Background: an optimization exercise with open tools, aiming at small area. Do not read the settings as production practice. Where RTL was checked, it was by simulation tests only, not by an equivalence proof against the original. The flow treats the clock pin as an ideal source. Dropping or thinning the clock tree relies on that and would not hold on a real chip.

Setup of JK:
// top
module top (
    input               clk,  
    input               rst,  
    input       [3:0]   sw,
    output      [3:0]   led
);
    localparam [14:0] A_MASK = 15'h2AAA;    
    localparam [14:0] A_INIT = 15'h7BA4;    
    localparam [14:0] A_K    = 15'h2AFF;    
    localparam [14:0] A_LAST = 15'h0000;    
    reg  [14:0] a_q;
    wire [14:0] a_t = a_q ^ A_MASK;
    wire        a_tc = (a_t & A_K) == A_LAST;
    wire        a_ld = rst | a_tc;
    always @(posedge clk)
        a_q <= (a_ld ? A_INIT : {a_t[13:0], a_t[14] ^ a_t[0]}) ^ A_MASK;
    localparam [15:0] B_MASK = 16'hAAAA;
    localparam [15:0] B_INIT = 16'hB312;
    localparam [15:0] B_K    = 16'h5EBF;
    localparam [15:0] B_LAST = 16'h0000;
    reg  [15:0] b_q;
    wire [15:0] b_t = b_q ^ B_MASK;
    wire        b_tc = (b_t & B_K) == B_LAST;
    wire        b_ld = rst | b_tc;
    always @(posedge clk)
        b_q <= (b_ld ? B_INIT : {b_t[14:0], b_t[15] ^ b_t[6]}) ^ B_MASK;
    wire adv_a  = ~rst & a_tc;
    wire hold_a = ~rst & ~a_tc;
    wire adv_b  = ~rst & b_tc;
    wire hold_b = ~rst & ~b_tc;
    reg  [3:0] lf;
    wire [3:0] lf_n = {lf[2:0], ~(lf[3] ^ lf[2])};
    reg  [1:0] g;
    wire [1:0] g_n = {g[0], ~g[1]};
    reg  [4:0] jc;
    wire [4:0] j0 = jc ^ 5'b01111;
    wire [4:0] j0_n = {j0[3:0], ~j0[4]};
    wire [4:0] jc_n = j0_n ^ 5'b01111;
    reg        nfresh;
    reg  [3:0] j;
    wire [3:0] j_n = {j[2:0], ~j[3]};
    always @(posedge clk) begin
        lf     <= ({4{adv_a}} & lf_n) | ({4{hold_a}} & lf);
        g      <= ({2{adv_a}} & g_n)  | ({2{hold_a}} & g);
        jc     <= ({5{adv_a}} & jc_n) | ({5{hold_a}} & jc);
        nfresh <= adv_a | (hold_a & nfresh);
        j      <= ({4{adv_b}} & j_n)  | ({4{hold_b}} & j);
    end
    wire [3:0] cyc  = {j0[3] & j0[0], j0[2] & j0[1], j0[2] | j0[1], j0[3] | j0[0]};
    wire [3:0] seq0 = nfresh ? cyc : 4'b0000;
    wire [3:0] seq3 = {g[1], g[0], ~g[1], ~g[0]};
    wire       blink = g[1] ^ g[0];
    wire [3:0] seq4 = {j[3] & j[0], j[2] & j[1], j[2] | j[1], j[3] | j[0]};
    reg [3:0] seq;
    assign led = seq;
    always @(*) begin
        case (sw[2:0])
            3'b000: seq = seq0;
  ...
Size: about 170 cells after synthesis.
==> flow/config.mk <==
export PLATFORM = sky130hd
export DESIGN_NAME = top
export DESIGN_NICKNAME = top
export VERILOG_FILES = /design/flow/design.v
export SDC_FILE = /design/flow/constraint.sdc
export NUM_CORES = 4
export LEC_CHECK = 0
export CAP_MARGIN = 20
export CORE_MARGIN = 2
export CORE_UTILIZATION = 40
export SLEW_MARGIN = 20
==> flow/constraint.sdc <==
create_clock -name core_clock -period 10.0 [get_ports {clk}]
set_input_delay 2.0000 -clock core_clock [delete_from_list [all_inputs] [get_ports {clk}]]
set_output_delay 2.0000 -clock core_clock [all_outputs]
set_load 0.01 [all_outputs]
standard.sh (not shown) runs the stock make flow with config.mk's settings and CLKGATE_MAP_FILE= SYNTH_SCRIPT=/design/flow/synth_recipe.tcl, a recipe that flattens the netlist after the stock synthesis.
==> flow/flow/run.sh <==
#!/bin/bash
# Own layout flow: the standard synthesis, then the combinational logic
# re-mapped by ABC for area (registers untouched), then the standard ORFS
# layout with small port buffers and a one-level clock tree.
set -euo pipefail
W=$PWD
F=$W/flow
R=$W/orfs/results/$FLOW_PLATFORM/top/base
LIB=$FLOW_HOME/platforms/$FLOW_PLATFORM/lib/sky130_fd_sc_hd__tt_025C_1v80.lib
YOSYS=$(command -v yosys || echo $FLOW_HOME/../tools/install/yosys/bin/yosys)

# 1. standard synthesis
bash standard.sh synth > $W/synth.log 2>&1

# 2. re-map the combinational logic for area
cp $R/1_2_yosys.v $W/1_2_yosys_standard.v
DU=$(grep -o -- '-dont_use [^ ]*' $W/orfs/logs/$FLOW_PLATFORM/top/base/1_2_yosys.log | sort -u | tr '\n' ' ')
sed -e "s|@LIB@|$LIB|g" -e "s|@IN@|$W/1_2_yosys_standard.v|" -e "s|@OUT@|$R/1_2_yosys.v|" \
    -e "s|@SCRIPT@|$F/remap.abc|" -e "s|@DU@|$DU|" $F/remap.ys > $W/remap.ys
$YOSYS -s $W/remap.ys > $W/remap.log 2>&1

# 3. layout
bash standard.sh finish \
  "BUFFER_PORTS_ARGS=-buffer_cell sky130_fd_sc_hd__buf_1" \
  "CTS_ARGS=$(cat $F/cts_args)" > $W/layout.log 2>&1
==> flow/flow/cts_args <==
-sink_clustering_enable -repair_clock_nets -sink_clustering_size 60 -sink_clustering_max_diameter 500 -dont_use_dummy_load -buf_list sky130_fd_sc_hd__clkbuf_8 -root_buf sky130_fd_sc_hd__clkbuf_8
==> flow/flow/remap.abc <==
strash
dc2
dch -f
amap
strash
dc2
dch -f
amap
==> flow/flow/remap.ys <==
read_liberty -ignore_miss_func -ignore_miss_dir -ignore_miss_data_latch @LIB@
read_verilog @IN@
hierarchy -top top
blackbox sky130_fd_sc_hd__df* sky130_fd_sc_hd__edf* sky130_fd_sc_hd__sdf* sky130_fd_sc_hd__sedf* sky130_fd_sc_hd__dl* sky130_fd_sc_hd__conb_1
flatten
opt_clean -purge
abc -script @SCRIPT@ -liberty @LIB@ @DU@
opt_clean -purge
splitnets
opt_clean -purge
hilomap -singleton -hicell sky130_fd_sc_hd__conb_1 HI -locell sky130_fd_sc_hd__conb_1 LO
insbuf -buf sky130_fd_sc_hd__buf_4 A X
hierarchy -top top
stat -liberty @LIB@
write_verilog -noattr -nohex -nodec @OUT@
JK: full flow OK, the timing, design-rule and antenna checks passed
Relative to JK, the following input files were edited for MS:
Settings: a change of CORE_UTILIZATION from 40 to 70.
==> flow/flow/cts_args <==
-sink_clustering_enable -repair_clock_nets -dont_use_dummy_load -buf_list sky130_fd_sc_hd__clkbuf_4 -root_buf sky130_fd_sc_hd__clkbuf_4
--- outcome ---
JK -> MS: wire length on met3 increased by more than 10%
MS against JK: core utilization of the finished layout up 35 points; global-route usage up 9.8 points.
Function was not checked in any run of this note: the RTL went through the layout flow alone.

top, a different RTL version from the one above (not shown whole).
For scale: roughly 160 cells after synthesis, roughly 1400 sq um of cells after synthesis.
export LEC_CHECK = 0
export CAP_MARGIN = 20
export CORE_MARGIN = 2
export CORE_UTILIZATION = 40
export SLEW_MARGIN = 20
create_clock -name core_clock -period 10.0 [get_ports {clk}]
==> flow/flow/run.sh <==
#!/bin/bash
# Own layout flow:
#  1. the standard synthesis (standard.sh synth), unchanged;
#  2. the combinational logic between the registers re-mapped by ABC for
#     area (registers, their names and cells untouched): several ABC runs
#     with different random seeds, in two rounds, keeping the smallest;
#  3. the standard ORFS layout, with buf_1 port buffers and, after CTS, the
#     clock tree replaced by a few leaf buffers driven by the clock port
#     (flow/clock_tree.tcl).
# Each tool's output goes to its own log file in the work folder.
set -euo pipefail
W=$PWD
F=$W/flow
R=$W/orfs/results/$FLOW_PLATFORM/top/base
LIB=$FLOW_HOME/platforms/$FLOW_PLATFORM/lib/sky130_fd_sc_hd__tt_025C_1v80.lib
YOSYS=$(command -v yosys || echo $FLOW_HOME/../tools/install/yosys/bin/yosys)

# 1. standard synthesis
bash standard.sh synth > $W/synth.log 2>&1

# 2. area re-mapping
mkdir -p $W/remap
cp $R/1_2_yosys.v $W/remap/standard.v
DU=$(grep -o -- '-dont_use [^ ]*' $W/orfs/logs/$FLOW_PLATFORM/top/base/1_2_yosys.log | sort -u | tr '\n' ' ')
remap_one() {  # in.v seed tag
  local tag=$3
  sed -e "s|@SEED@|$2|" $F/remap.abc > $W/remap/$tag.abc
  sed -e "s|@LIB@|$LIB|g" -e "s|@IN@|$1|" -e "s|@OUT@|$W/remap/$tag.v|" \
      -e "s|@SCRIPT@|$W/remap/$tag.abc|" -e "s|@DU@|$DU|" $F/remap.ys > $W/remap/$tag.ys
  if timeout 600 $YOSYS -s $W/remap/$tag.ys > $W/remap/$tag.log 2>&1; then
    grep "Chip area for module" $W/remap/$tag.log | tail -1 | awk -v t=$tag '{print $NF, t}' >> $W/remap/areas.txt
  fi
}
: > $W/remap/areas.txt
for s in 1 2 3 4; do remap_one $W/remap/standard.v $s r1s$s & done; wait
for s in 5 6 7 8; do remap_one $W/remap/standard.v $s r1s$s & done; wait
if [[ -s $W/remap/areas.txt ]]; then
  best=$(sort -g $W/remap/areas.txt | awk 'NR==1 {print $2}')
  for s in 11 12 13 14; do remap_one $W/remap/$best.v $s r2s$s & done; wait
  best=$(sort -g $W/remap/areas.txt | awk 'NR==1 {print $2}')
  sort -g $W/remap/areas.txt > $W/remap/chosen.txt
  cp $W/remap/$best.v $R/1_2_yosys.v
fi

# 3. layout
bash standard.sh finish \
  "BUFFER_PORTS_ARGS=-buffer_cell sky130_fd_sc_hd__buf_1" \
  "CTS_ARGS=-sink_clustering_enable -repair_clock_nets -dont_use_dummy_load -buf_list sky130_fd_sc_hd__clkbuf_4 -root_buf sky130_fd_sc_hd__clkbuf_4" \
  "POST_CTS_TCL=$F/clock_tree.tcl" > $W/layout.log 2>&1
==> flow/flow/remap.abc <==
strash
&get -n
&deepsyn -T 15 -S @SEED@
&put
dch -f
amap
mfs3 -a
Scripts as last shown in full above: flow/flow/remap.ys
Other scripts of this flow, unchanged in this note and not shown: flow/flow/clock_tree.tcl
Rerun with:
--- a/flow/flow/run.sh
+++ b/flow/flow/run.sh
@@ -25 +25 @@
-remap_one() {  # in.v seed tag
+remap_one() {  # in.v seed tag eps
@@ -27 +27 @@
-  sed -e "s|@SEED@|$2|" $F/remap.abc > $W/remap/$tag.abc
+  sed -e "s|@SEED@|$2|" -e "s|@EPS@|$4|" $F/remap.abc > $W/remap/$tag.abc
@@ -35,2 +35,3 @@
-for s in 1 2 3 4; do remap_one $W/remap/standard.v $s r1s$s & done; wait
-for s in 5 6 7 8; do remap_one $W/remap/standard.v $s r1s$s & done; wait
+for s in 1 2 3 4; do remap_one $W/remap/standard.v $s r1s$s 0.01 & done; wait
+for s in 5 6 7 8; do remap_one $W/remap/standard.v $s r1s$s 0.01 & done; wait
+for s in 1 2 3 4; do remap_one $W/remap/standard.v $s r1e$s 0.001 & done; wait
@@ -39 +40 @@
-  for s in 11 12 13 14; do remap_one $W/remap/$best.v $s r2s$s & done; wait
+  for s in 11 12 13 14; do remap_one $W/remap/$best.v $s r2s$s 0.01 & done; wait
==> flow/flow/remap.abc (replaced) <==
strash
&get -n
&deepsyn -T 15 -S @SEED@
&put
dch -f
amap -F 8 -A 16 -E @EPS@
PLACE_DENSITY = 0.85   (was unset)
Wire length is lower by 2.5%. Die area came out lower by 1.3%. Maximum frequency grows by 12%.
No run of this note takes its clock network from TritonCTS; it comes from the design's own scripts or RTL.

[what the ideal ports hide]
No port has a modelled driver above. Below, the same layouts with a new extraction and two added sets of constraints. Step 1, drivers: a clkbuf_16 drives clk and a buf_2 each remaining input, both assumed. Step 2 moves the port delays by t, midway between the first and last clock arrival at a register: inputs arrive t later, outputs are due t later. That takes back most of the time a late clock gives input paths. Slacks: ideal ports / drivers / drivers and shift; pairs: ideal ports / drivers.
| run | t, ns | setup WS [ns] | hold slack, ns | clock arrival spread, ns |
|---|---|---|---|---|
| JK | 0.305 | 4.563 / 4.537 / 4.537 | 0.366 / 0.366 / 0.366 | 0.014 / 0.015 |
| MS | 0.361 | 4.538 / 4.514 / 4.514 | 0.394 / 0.394 / 0.394 | 0.012 / 0.012 |
| the first run of note 2 | 0.196 | 4.211 / 4.190 / 4.190 | 0.392 / 0.392 / 0.392 | 0.008 / 0.008 |
| the second run of note 2 | 0.194 | 4.821 / 4.796 / 4.796 | 0.388 / 0.388 / 0.388 | 0.002 / 0.001 |
After both steps setup and hold are still met in every run listed. For JK, which loses most, drivers alone change the setup slack by -0.026 ns; drivers and shift together by -0.026 ns.
